This is an optimization exercise on Yosys and OpenROAD, whose aim is small area and a short achievable clock period, not a production implementation.
RTL that was checked went through simulation tests only; none was proved equivalent to the original.

==> branch indigo: inputs <==
Design CordicVectoring, start of the top module:
module CordicVectoring (
  input  wire        in_clk,
  input  wire        in_rst,
  input  wire        in_enable,
  input  wire [15:0] in_x,
  input  wire [15:0] in_y,
  output wire        out_valid,
  output wire [18:0] out_phase,
  output wire [15:0] out_x,
  output wire [15:0] out_y
);
  Cordic u_cordic (
    .in_clk    (in_clk),
    .in_rst    (in_rst),
    .in_enable (in_enable),
    .in_x      (in_x),
    .in_y      (in_y),
    .out_valid (out_valid),
    .out_phase (out_phase),
    .out_x     (out_x),
    .out_y     (out_y)
  );
endmodule
==> module Cordic, before the edit <==
module Cordic (
  input  wire        in_clk,
  input  wire        in_rst,
  input  wire        in_enable,
  input  wire [15:0] in_x,
  input  wire [15:0] in_y,
  output wire        out_valid,
  output wire [18:0] out_phase,
  output wire [15:0] out_x,
  output wire [15:0] out_y
);
  function [18:0] atan;
    input integer i;
    begin
      case (i)
        0: atan = 19'h0c90f;
        1: atan = 19'h076b1;
        2: atan = 19'h03eb6;
        3: atan = 19'h01fd5;
        4: atan = 19'h00ffa;
        5: atan = 19'h007ff;
        6: atan = 19'h003ff;
        default: atan = 19'h001ff;
      endcase
    end
  endfunction
  reg [12:0] vld;
  always @(posedge in_clk or negedge in_rst)
    if (!in_rst) vld <= 13'b0;
    else         vld <= {vld[11:0], in_enable};
  assign out_valid = vld[12];
  reg signed [16:0] xr [0:8];
  reg signed [16:0] yr [0:8];
  reg        [7:0]  dr [1:9];    
  always @(posedge in_clk) begin
    xr[0] <= {in_x[15], in_x};
    yr[0] <= {in_y[15], in_y};
  end
  genvar i;
  generate
    for (i = 0; i < 8; i = i + 1) begin : g_stage
      wire               d  = yr[i][16];
      wire signed [16:0] xs = xr[i] >>> i;
      wire signed [16:0] ys = yr[i] >>> i;
      wire        [16:0] xn, yn;
      sk17 u_xadd (.a(xr[i]), .b(ys ^ {17{d}}),  .cin(d),  .s(xn));
      sk17 u_yadd (.a(yr[i]), .b(xs ^ {17{~d}}), .cin(~d), .s(yn));
      always @(posedge in_clk) begin
        xr[i+1] <= xn;
        yr[i+1] <= yn;
      end
      if (i == 0) begin : g_d0
        always @(posedge in_clk) dr[1] <= {7'b0, d};
      end else begin : g_dn
        always @(posedge in_clk) dr[i+1] <= (dr[i] & ((8'd1 << i) - 8'd1)) | ({7'b0, d} << i);
      end
    end
  endgenerate
  localparam [27:0] GAINC = 28'h5b70049;
  function [27:0] csa_s;
    input [27:0] a, b, c;
    csa_s = a ^ b ^ c;
  endfunction
  function [27:0] csa_c;
    input [27:0] a, b, c;
    csa_c = {(a[26:0] & b[26:0]) | (a[26:0] & c[26:0]) | (b[26:0] & c[26:0]), 1'b0};
  endfunction
  function [32:0] gain1;   
    input [16:0] v;
    reg   [16:0] u;
    reg   [27:0] r1, r2, r3, r4, r5, s1, c1, t1, e1, s2, c2, s3, c3;
    reg   [12:0] lo;
    begin
      u  = {~v[16], v[15:0]};
      r1 = {u, 11'b0};
      r2 = {2'b0, u, 9'b0};
      r3 = {5'b0, ~u, 6'b0};
      r4 = {8'b0, ~u, 3'b0};
      r5 = {11'b0, ~u};
      s1 = csa_s(r1, r2, r3);
      c1 = csa_c(r1, r2, r3);
      t1 = csa_s(r4, r5, GAINC);
      e1 = csa_c(r4, r5, GAINC);
      s2 = csa_s(s1, c1, t1);
      c2 = csa_c(s1, c1, t1);
      s3 = csa_s(s2, c2, e1);
      c3 = csa_c(s2, c2, e1);
      lo = {1'b0, s3[11:0]} + {1'b0, c3[11:0]};
      gain1 = {lo[12], s3[27:12], c3[27:12]};
    end
  endfunction
  reg [15:0] xs_, ys_, xc_, yc_;   
  reg        xl_, yl_;              
  always @(posedge in_clk) begin
    {xl_, xs_, xc_} <= gain1(xr[8]);
    {yl_, ys_, yc_} <= gain1(yr[8]);
    dr[9]           <= dr[8];
  end
  function [18:0] zsum;
    input [3:0] dirs;
    input integer base;
    integer k;
    begin
      zsum = 19'd0;
      for (k = 0; k < 4; k = k + 1)
        zsum = dirs[k] ? zsum - atan(base + k) : zsum + atan(base + k);
    end
  endfunction
  wire [18:0] zlo [0:15];
  wire [18:0] zhi [0:15];
  genvar j;
  generate
    for (j = 0; j < 16; j = j + 1) begin : g_ztab
      assign zlo[j] = zsum(j, 0);
      assign zhi[j] = zsum(j, 4);
    end
  endgenerate
  reg [15:0] ox, oy;
  reg [18:0] oz;
  always @(posedge in_clk) begin
    ox <= xs_ + xc_ + xl_;
    oy <= ys_ + yc_ + yl_;
    oz <= zlo[dr[9][3:0]] + zhi[dr[9][7:4]];
  end
  assign out_x = ox;
  assign out_y = oy;
  assign out_phase = oz;
endmodule
export LEC_CHECK = 0
export CAP_MARGIN = 20
export CORE_MARGIN = 2
export CORE_UTILIZATION = 55
export CTS_CLUSTER_DIAMETER = 100
export CTS_CLUSTER_SIZE = 30
export SLEW_MARGIN = 20
create_clock -name core_clock -period 9.0 [get_ports {in_clk}]
standard.sh (not shown) runs the stock make flow with config.mk's settings and CLKGATE_MAP_FILE= SYNTH_SCRIPT=/design/flow/synth_recipe.tcl, a recipe that flattens the netlist after the stock synthesis.
==> flow/flow/run.sh <==
#!/bin/bash
set -euo pipefail
bash standard.sh \
  SETUP_SLACK_MARGIN=5.9 \
  "BUFFER_PORTS_ARGS=-buffer_cell sky130_fd_sc_hd__buf_2" \
  finish > standard.log 2>&1
==> inputs of branch delta, as changes to branch indigo <==
==> flow/flow/run.sh (replaced) <==
#!/bin/bash
set -euo pipefail
bash standard.sh \
  SETUP_SLACK_MARGIN=${MARGIN:-6.0} \
  "BUFFER_PORTS_ARGS=-buffer_cell sky130_fd_sc_hd__buf_2" \
  finish > standard.log 2>&1
==> flow/config.mk (replaced) <==
export PLATFORM = sky130hd
export DESIGN_NAME = CordicVectoring
export DESIGN_NICKNAME = CordicVectoring
export VERILOG_FILES = /design/flow/design.v
export SDC_FILE = /design/flow/constraint.sdc
export NUM_CORES = 4
export LEC_CHECK = 0
export CAP_MARGIN = 20
export CORE_MARGIN = 2
export CORE_UTILIZATION = 40
export CTS_CLUSTER_DIAMETER = 100
export CTS_CLUSTER_SIZE = 24
export SLEW_MARGIN = 20
==> inputs of branch maple, as changes to branch indigo <==
==> flow/design.v (replaced) <==
module Cordic (
  input  wire        in_clk,
  input  wire        in_rst,
  input  wire        in_enable,
  input  wire [15:0] in_x,
  input  wire [15:0] in_y,
  output wire        out_valid,
  output wire [18:0] out_phase,
  output wire [15:0] out_x,
  output wire [15:0] out_y
);
  function [18:0] atan;
    input integer i;
    begin
      case (i)
        0: atan = 19'h0c90f;
        1: atan = 19'h076b1;
        2: atan = 19'h03eb6;
        3: atan = 19'h01fd5;
        4: atan = 19'h00ffa;
        5: atan = 19'h007ff;
        6: atan = 19'h003ff;
        default: atan = 19'h001ff;
      endcase
    end
  endfunction
  reg [11:0] vld;
  always @(posedge in_clk or negedge in_rst)
    if (!in_rst) vld <= 12'b0;
    else         vld <= {vld[10:0], in_enable};
  assign out_valid = vld[11];
  reg signed [16:0] xr [0:8];
  reg signed [16:0] yr [0:8];
  reg        [7:0]  dr [1:8];    
  always @(posedge in_clk) begin
    xr[0] <= {in_x[15], in_x};
    yr[0] <= {in_y[15], in_y};
  end
  genvar i;
  generate
    for (i = 0; i < 8; i = i + 1) begin : g_stage
      wire               d  = yr[i][16];
      wire signed [16:0] xs = xr[i] >>> i;
      wire signed [16:0] ys = yr[i] >>> i;
      wire signed [16:0] xn = xr[i] + (ys ^ {17{d}}) + d;
      wire signed [16:0] yn = yr[i] + (xs ^ {17{~d}}) + !d;
      always @(posedge in_clk) begin
        xr[i+1] <= xn;
        yr[i+1] <= yn;
      end
      if (i == 0) begin : g_d0
        always @(posedge in_clk) dr[1] <= {7'b0, d};
      end else begin : g_dn
        always @(posedge in_clk) dr[i+1] <= (dr[i] & ((8'd1 << i) - 8'd1)) | ({7'b0, d} << i);
      end
    end
  endgenerate
  wire signed [31:0] ex = xr[8];
  wire signed [31:0] ey = yr[8];
  wire signed [31:0] px = (ex <<< 11) + (ex <<< 9) - (ex <<< 6) - (ex <<< 3) - ex;
  wire signed [31:0] py = (ey <<< 11) + (ey <<< 9) - (ey <<< 6) - (ey <<< 3) - ey;
  function [18:0] zsum;
    input [3:0] dirs;
    input integer base;
    integer k;
    begin
      zsum = 19'd0;
      for (k = 0; k < 4; k = k + 1)
        zsum = dirs[k] ? zsum - atan(base + k) : zsum + atan(base + k);
    end
  endfunction
  wire [18:0] zlo [0:15];
  wire [18:0] zhi [0:15];
  genvar j;
  generate
    for (j = 0; j < 16; j = j + 1) begin : g_ztab
      assign zlo[j] = zsum(j, 0);
      assign zhi[j] = zsum(j, 4);
    end
  endgenerate
  wire [18:0] z = zlo[dr[8][3:0]] + zhi[dr[8][7:4]];
  reg [15:0] ox, oy;
  reg [18:0] oz;
  always @(posedge in_clk) begin
    ox <= px[27:12];
    oy <= py[27:12];
    oz <= z;
  end
  assign out_x = ox;
  assign out_y = oy;
  assign out_phase = oz;
endmodule
module CordicVectoring (
  input  wire        in_clk,
  input  wire        in_rst,
  input  wire        in_enable,
  input  wire [15:0] in_x,
  input  wire [15:0] in_y,
  output wire        out_valid,
  output wire [18:0] out_phase,
  output wire [15:0] out_x,
  output wire [15:0] out_y
);
  Cordic u_cordic (
    .in_clk    (in_clk),
    .in_rst    (in_rst),
    .in_enable (in_enable),
    .in_x      (in_x),
    .in_y      (in_y),
    .out_valid (out_valid),
    .out_phase (out_phase),
    .out_x     (out_x),
    .out_y     (out_y)
  );
endmodule
==> flow/run.sh (new file) <==
#!/bin/bash
# synth_recipe.tcl (not shown) runs the flow's synth.tcl, then flattens the netlist and writes it again
# the make line also repeats each setting of config.mk as NAME=value (left out here)
make -C /OpenROAD-flow-scripts/flow DESIGN_CONFIG=/design/flow/config.mk WORK_HOME=/design/flow/orfs CLKGATE_MAP_FILE= SYNTH_SCRIPT=/design/flow/synth_recipe.tcl finish
==> flow/config.mk (replaced) <==
export PLATFORM = sky130hd
export DESIGN_NAME = CordicVectoring
export DESIGN_NICKNAME = CordicVectoring
export VERILOG_FILES = /design/flow/design.v
export SDC_FILE = /design/flow/constraint.sdc
export NUM_CORES = 4
export LEC_CHECK = 0
export CAP_MARGIN = 20
export CORE_MARGIN = 2
export CORE_UTILIZATION = 40
export SLEW_MARGIN = 20
removed: flow/flow/run.sh
removed: flow/standard.sh
==> inputs of branch raven, as changes to branch indigo <==
--- a/flow/design.v
+++ b/flow/design.v
@@ -112,18 +112,25 @@
   generate
     for (j = 0; j < 16; j = j + 1) begin : g_ztab
       assign zlo[j] = zsum(j, 0);
       assign zhi[j] = zsum(j, 4);
     end
   endgenerate
+  wire [15:0] oxn, oyn;
+  wire [17:0] ozn;
+  wire [18:0] zl = zlo[dr[9][3:0]];
+  wire [18:0] zh = zhi[dr[9][7:4]];
+  sk16 u_xout (.a(xs_), .b(xc_), .cin(xl_), .s(oxn));
+  sk16 u_yout (.a(ys_), .b(yc_), .cin(yl_), .s(oyn));
+  sk18 u_zout (.a(zl[18:1]), .b(zh[18:1]), .cin(1'b1), .s(ozn));
   reg [15:0] ox, oy;
   reg [18:0] oz;
   always @(posedge in_clk) begin
-    ox <= xs_ + xc_ + xl_;
-    oy <= ys_ + yc_ + yl_;
-    oz <= zlo[dr[9][3:0]] + zhi[dr[9][7:4]];
+    ox <= oxn;
+    oy <= oyn;
+    oz <= {ozn, 1'b0};
   end
   assign out_x = ox;
   assign out_y = oy;
   assign out_phase = oz;
 endmodule
 module sk17 (
@@ -235,12 +242,236 @@
   assign s[12] = a[12] ^ b[12] ^ g4_12;
   assign s[13] = a[13] ^ b[13] ^ g4_13;
   assign s[14] = a[14] ^ b[14] ^ g4_14;
   assign s[15] = a[15] ^ b[15] ^ g4_15;
   assign s[16] = a[16] ^ b[16] ^ g5_16;
 endmodule
+module sk16 (
+  input  wire [15:0] a,
+  input  wire [15:0] b,
+  input  wire        cin,
+  output wire [15:0] s
+);
+  wire g0_0 = cin;
+  wire g0_1 = a[0] & b[0];
+  wire p0_1 = a[0] ^ b[0];
+  wire g0_2 = a[1] & b[1];
+  wire p0_2 = a[1] ^ b[1];
+  wire g0_3 = a[2] & b[2];
+  wire p0_3 = a[2] ^ b[2];
+  wire g0_4 = a[3] & b[3];
+  wire p0_4 = a[3] ^ b[3];
+  wire g0_5 = a[4] & b[4];
+  wire p0_5 = a[4] ^ b[4];
+  wire g0_6 = a[5] & b[5];
+  wire p0_6 = a[5] ^ b[5];
+  wire g0_7 = a[6] & b[6];
+  wire p0_7 = a[6] ^ b[6];
+  wire g0_8 = a[7] & b[7];
+  wire p0_8 = a[7] ^ b[7];
+  wire g0_9 = a[8] & b[8];
+  wire p0_9 = a[8] ^ b[8];
+  wire g0_10 = a[9] & b[9];
+  wire p0_10 = a[9] ^ b[9];
+  wire g0_11 = a[10] & b[10];
+  wire p0_11 = a[10] ^ b[10];
+  wire g0_12 = a[11] & b[11];
+  wire p0_12 = a[11] ^ b[11];
+  wire g0_13 = a[12] & b[12];
+  wire p0_13 = a[12] ^ b[12];
+  wire g0_14 = a[13] & b[13];
+  wire p0_14 = a[13] ^ b[13];
+  wire g0_15 = a[14] & b[14];
+  wire p0_15 = a[14] ^ b[14];
+  wire g0_16 = a[15] & b[15];
+  wire p0_16 = a[15] ^ b[15];
+  wire g1_1 = g0_1 | (p0_1 & g0_0);
+  wire g1_3 = g0_3 | (p0_3 & g0_2);
+  wire p1_3 = p0_3 & p0_2;
+  wire g1_5 = g0_5 | (p0_5 & g0_4);
+  wire p1_5 = p0_5 & p0_4;
+  wire g1_7 = g0_7 | (p0_7 & g0_6);
+  wire p1_7 = p0_7 & p0_6;
+  wire g1_9 = g0_9 | (p0_9 & g0_8);
+  wire p1_9 = p0_9 & p0_8;
+  wire g1_11 = g0_11 | (p0_11 & g0_10);
+  wire p1_11 = p0_11 & p0_10;
+  wire g1_13 = g0_13 | (p0_13 & g0_12);
+  wire p1_13 = p0_13 & p0_12;
+  wire g1_15 = g0_15 | (p0_15 & g0_14);
+  wire p1_15 = p0_15 & p0_14;
+  wire g2_2 = g0_2 | (p0_2 & g1_1);
+  wire g2_3 = g1_3 | (p1_3 & g1_1);
+  wire g2_6 = g0_6 | (p0_6 & g1_5);
+  wire p2_6 = p0_6 & p1_5;
+  wire g2_7 = g1_7 | (p1_7 & g1_5);
+  wire p2_7 = p1_7 & p1_5;
+  wire g2_10 = g0_10 | (p0_10 & g1_9);
+  wire p2_10 = p0_10 & p1_9;
+  wire g2_11 = g1_11 | (p1_11 & g1_9);
+  wire p2_11 = p1_11 & p1_9;
+  wire g2_14 = g0_14 | (p0_14 & g1_13);
+  wire p2_14 = p0_14 & p1_13;
+  wire g2_15 = g1_15 | (p1_15 & g1_13);
+  wire p2_15 = p1_15 & p1_13;
+  wire g3_4 = g0_4 | (p0_4 & g2_3);
+  wire g3_5 = g1_5 | (p1_5 & g2_3);
+  wire g3_6 = g2_6 | (p2_6 & g2_3);
+  wire g3_7 = g2_7 | (p2_7 & g2_3);
+  wire g3_12 = g0_12 | (p0_12 & g2_11);
+  wire p3_12 = p0_12 & p2_11;
+  wire g3_13 = g1_13 | (p1_13 & g2_11);
+  wire p3_13 = p1_13 & p2_11;
+  wire g3_14 = g2_14 | (p2_14 & g2_11);
+  wire p3_14 = p2_14 & p2_11;
+  wire g3_15 = g2_15 | (p2_15 & g2_11);
+  wire p3_15 = p2_15 & p2_11;
+  wire g4_8 = g0_8 | (p0_8 & g3_7);
+  wire g4_9 = g1_9 | (p1_9 & g3_7);
+  wire g4_10 = g2_10 | (p2_10 & g3_7);
+  wire g4_11 = g2_11 | (p2_11 & g3_7);
+  wire g4_12 = g3_12 | (p3_12 & g3_7);
+  wire g4_13 = g3_13 | (p3_13 & g3_7);
+  wire g4_14 = g3_14 | (p3_14 & g3_7);
+  wire g4_15 = g3_15 | (p3_15 & g3_7);
+  wire g5_16 = g0_16 | (p0_16 & g4_15);
+  assign s[0] = a[0] ^ b[0] ^ g0_0;
+  assign s[1] = a[1] ^ b[1] ^ g1_1;
+  assign s[2] = a[2] ^ b[2] ^ g2_2;
+  assign s[3] = a[3] ^ b[3] ^ g2_3;
+  assign s[4] = a[4] ^ b[4] ^ g3_4;
+  assign s[5] = a[5] ^ b[5] ^ g3_5;
+  assign s[6] = a[6] ^ b[6] ^ g3_6;
+  assign s[7] = a[7] ^ b[7] ^ g3_7;
+  assign s[8] = a[8] ^ b[8] ^ g4_8;
+  assign s[9] = a[9] ^ b[9] ^ g4_9;
+  assign s[10] = a[10] ^ b[10] ^ g4_10;
+  assign s[11] = a[11] ^ b[11] ^ g4_11;
+  assign s[12] = a[12] ^ b[12] ^ g4_12;
+  assign s[13] = a[13] ^ b[13] ^ g4_13;
+  assign s[14] = a[14] ^ b[14] ^ g4_14;
+  assign s[15] = a[15] ^ b[15] ^ g4_15;
+endmodule
+module sk18 (
+  input  wire [17:0] a,
+  input  wire [17:0] b,
+  input  wire        cin,
+  output wire [17:0] s
+);
+  wire g0_0 = cin;
+  wire g0_1 = a[0] & b[0];
+  wire p0_1 = a[0] ^ b[0];
+  wire g0_2 = a[1] & b[1];
+  wire p0_2 = a[1] ^ b[1];
+  wire g0_3 = a[2] & b[2];
+  wire p0_3 = a[2] ^ b[2];
+  wire g0_4 = a[3] & b[3];
+  wire p0_4 = a[3] ^ b[3];
+  wire g0_5 = a[4] & b[4];
+  wire p0_5 = a[4] ^ b[4];
+  wire g0_6 = a[5] & b[5];
+  wire p0_6 = a[5] ^ b[5];
+  wire g0_7 = a[6] & b[6];
+  wire p0_7 = a[6] ^ b[6];
+  wire g0_8 = a[7] & b[7];
+  wire p0_8 = a[7] ^ b[7];
+  wire g0_9 = a[8] & b[8];
+  wire p0_9 = a[8] ^ b[8];
+  wire g0_10 = a[9] & b[9];
+  wire p0_10 = a[9] ^ b[9];
+  wire g0_11 = a[10] & b[10];
+  wire p0_11 = a[10] ^ b[10];
+  wire g0_12 = a[11] & b[11];
+  wire p0_12 = a[11] ^ b[11];
+  wire g0_13 = a[12] & b[12];
+  wire p0_13 = a[12] ^ b[12];
+  wire g0_14 = a[13] & b[13];
+  wire p0_14 = a[13] ^ b[13];
+  wire g0_15 = a[14] & b[14];
+  wire p0_15 = a[14] ^ b[14];
+  wire g0_16 = a[15] & b[15];
+  wire p0_16 = a[15] ^ b[15];
+  wire g0_17 = a[16] & b[16];
+  wire p0_17 = a[16] ^ b[16];
+  wire g0_18 = a[17] & b[17];
+  wire p0_18 = a[17] ^ b[17];
+  wire g1_1 = g0_1 | (p0_1 & g0_0);
+  wire g1_3 = g0_3 | (p0_3 & g0_2);
+  wire p1_3 = p0_3 & p0_2;
+  wire g1_5 = g0_5 | (p0_5 & g0_4);
+  wire p1_5 = p0_5 & p0_4;
+  wire g1_7 = g0_7 | (p0_7 & g0_6);
+  wire p1_7 = p0_7 & p0_6;
+  wire g1_9 = g0_9 | (p0_9 & g0_8);
+  wire p1_9 = p0_9 & p0_8;
+  wire g1_11 = g0_11 | (p0_11 & g0_10);
+  wire p1_11 = p0_11 & p0_10;
+  wire g1_13 = g0_13 | (p0_13 & g0_12);
+  wire p1_13 = p0_13 & p0_12;
+  wire g1_15 = g0_15 | (p0_15 & g0_14);
+  wire p1_15 = p0_15 & p0_14;
+  wire g1_17 = g0_17 | (p0_17 & g0_16);
+  wire p1_17 = p0_17 & p0_16;
+  wire g2_2 = g0_2 | (p0_2 & g1_1);
+  wire g2_3 = g1_3 | (p1_3 & g1_1);
+  wire g2_6 = g0_6 | (p0_6 & g1_5);
+  wire p2_6 = p0_6 & p1_5;
+  wire g2_7 = g1_7 | (p1_7 & g1_5);
+  wire p2_7 = p1_7 & p1_5;
+  wire g2_10 = g0_10 | (p0_10 & g1_9);
+  wire p2_10 = p0_10 & p1_9;
+  wire g2_11 = g1_11 | (p1_11 & g1_9);
+  wire p2_11 = p1_11 & p1_9;
+  wire g2_14 = g0_14 | (p0_14 & g1_13);
+  wire p2_14 = p0_14 & p1_13;
+  wire g2_15 = g1_15 | (p1_15 & g1_13);
+  wire p2_15 = p1_15 & p1_13;
+  wire g2_18 = g0_18 | (p0_18 & g1_17);
+  wire p2_18 = p0_18 & p1_17;
+  wire g3_4 = g0_4 | (p0_4 & g2_3);
+  wire g3_5 = g1_5 | (p1_5 & g2_3);
+  wire g3_6 = g2_6 | (p2_6 & g2_3);
+  wire g3_7 = g2_7 | (p2_7 & g2_3);
+  wire g3_12 = g0_12 | (p0_12 & g2_11);
+  wire p3_12 = p0_12 & p2_11;
+  wire g3_13 = g1_13 | (p1_13 & g2_11);
+  wire p3_13 = p1_13 & p2_11;
+  wire g3_14 = g2_14 | (p2_14 & g2_11);
+  wire p3_14 = p2_14 & p2_11;
+  wire g3_15 = g2_15 | (p2_15 & g2_11);
+  wire p3_15 = p2_15 & p2_11;
+  wire g4_8 = g0_8 | (p0_8 & g3_7);
+  wire g4_9 = g1_9 | (p1_9 & g3_7);
+  wire g4_10 = g2_10 | (p2_10 & g3_7);
+  wire g4_11 = g2_11 | (p2_11 & g3_7);
+  wire g4_12 = g3_12 | (p3_12 & g3_7);
+  wire g4_13 = g3_13 | (p3_13 & g3_7);
+  wire g4_14 = g3_14 | (p3_14 & g3_7);
+  wire g4_15 = g3_15 | (p3_15 & g3_7);
+  wire g5_16 = g0_16 | (p0_16 & g4_15);
+  wire g5_17 = g1_17 | (p1_17 & g4_15);
+  wire g5_18 = g2_18 | (p2_18 & g4_15);
+  assign s[0] = a[0] ^ b[0] ^ g0_0;
+  assign s[1] = a[1] ^ b[1] ^ g1_1;
+  assign s[2] = a[2] ^ b[2] ^ g2_2;
+  assign s[3] = a[3] ^ b[3] ^ g2_3;
+  assign s[4] = a[4] ^ b[4] ^ g3_4;
+  assign s[5] = a[5] ^ b[5] ^ g3_5;
+  assign s[6] = a[6] ^ b[6] ^ g3_6;
+  assign s[7] = a[7] ^ b[7] ^ g3_7;
+  assign s[8] = a[8] ^ b[8] ^ g4_8;
+  assign s[9] = a[9] ^ b[9] ^ g4_9;
+  assign s[10] = a[10] ^ b[10] ^ g4_10;
+  assign s[11] = a[11] ^ b[11] ^ g4_11;
+  assign s[12] = a[12] ^ b[12] ^ g4_12;
+  assign s[13] = a[13] ^ b[13] ^ g4_13;
+  assign s[14] = a[14] ^ b[14] ^ g4_14;
+  assign s[15] = a[15] ^ b[15] ^ g4_15;
+  assign s[16] = a[16] ^ b[16] ^ g5_16;
+  assign s[17] = a[17] ^ b[17] ^ g5_17;
+endmodule
 module CordicVectoring (
   input  wire        in_clk,
   input  wire        in_rst,
   input  wire        in_enable,
   input  wire [15:0] in_x,
   input  wire [15:0] in_y,
==> flow/flow/run.sh (replaced) <==
#!/bin/bash
set -euo pipefail
bash standard.sh \
  SETUP_SLACK_MARGIN=${MARGIN:-5.9} \
  "BUFFER_PORTS_ARGS=-buffer_cell sky130_fd_sc_hd__buf_2" \
  finish > standard.log 2>&1
--- a/flow/config.mk
+++ b/flow/config.mk
@@ -4,10 +4,10 @@
 export VERILOG_FILES = /design/flow/design.v
 export SDC_FILE = /design/flow/constraint.sdc
 export NUM_CORES = 4
 export LEC_CHECK = 0
 export CAP_MARGIN = 20
 export CORE_MARGIN = 2
-export CORE_UTILIZATION = 55
+export CORE_UTILIZATION = 40
 export CTS_CLUSTER_DIAMETER = 100
 export CTS_CLUSTER_SIZE = 30
 export SLEW_MARGIN = 20
==> notes <==
In branch raven the flip-flop and latch count is higher than in branch maple, by 76. In branch indigo the first-iteration DRC count is lower than in branch maple, by 38%. The highest utilization belongs to branch indigo, the lowest to branch raven. Between branch delta and branch raven, the lower cell count is in branch raven (gap about 2.5%, measured against branch raven). Worst hold slack: branch raven < branch maple < branch indigo < branch delta. Register-to-register slack, lowest first: branch maple, branch raven, branch indigo, branch delta.
Only the layout flow was run in branch maple and branch raven; the RTL was not checked for function there.

static timing again, ports no longer ideal:
In the flow no input, the clock included, has a driving cell. The finished layouts below were timed again as built, in two steps.
Step 1 assumes that a clkbuf_16 drives the clock port and a buf_2 every other input.
Step 2 adds t to the input delays and takes it off the output delays; t is the mean of the earliest and latest rising clock arrival at the registers after step 1. Input paths then give back, and output paths get back, about the clock's delay inside the block.
a / b / c = ideal / step 1 / step 2; a / b = the first two.
run	t, ns	setup slack, ns	worst setup path at the end	worst data-port slew with drivers (ns)	cell pins on the clock port's net
branch indigo	0.614	6.017 / 6.017 / 6.017	register to register	0.05	1
branch delta	0.637	6.050 / 6.050 / 6.050	register to register	0.05	1
branch maple	0.643	4.421 / 4.421 / 4.421	register to register	0.04	1
branch raven	0.633	5.918 / 5.918 / 5.918	register to register	0.03	1
After both steps every run listed still meets setup and hold.
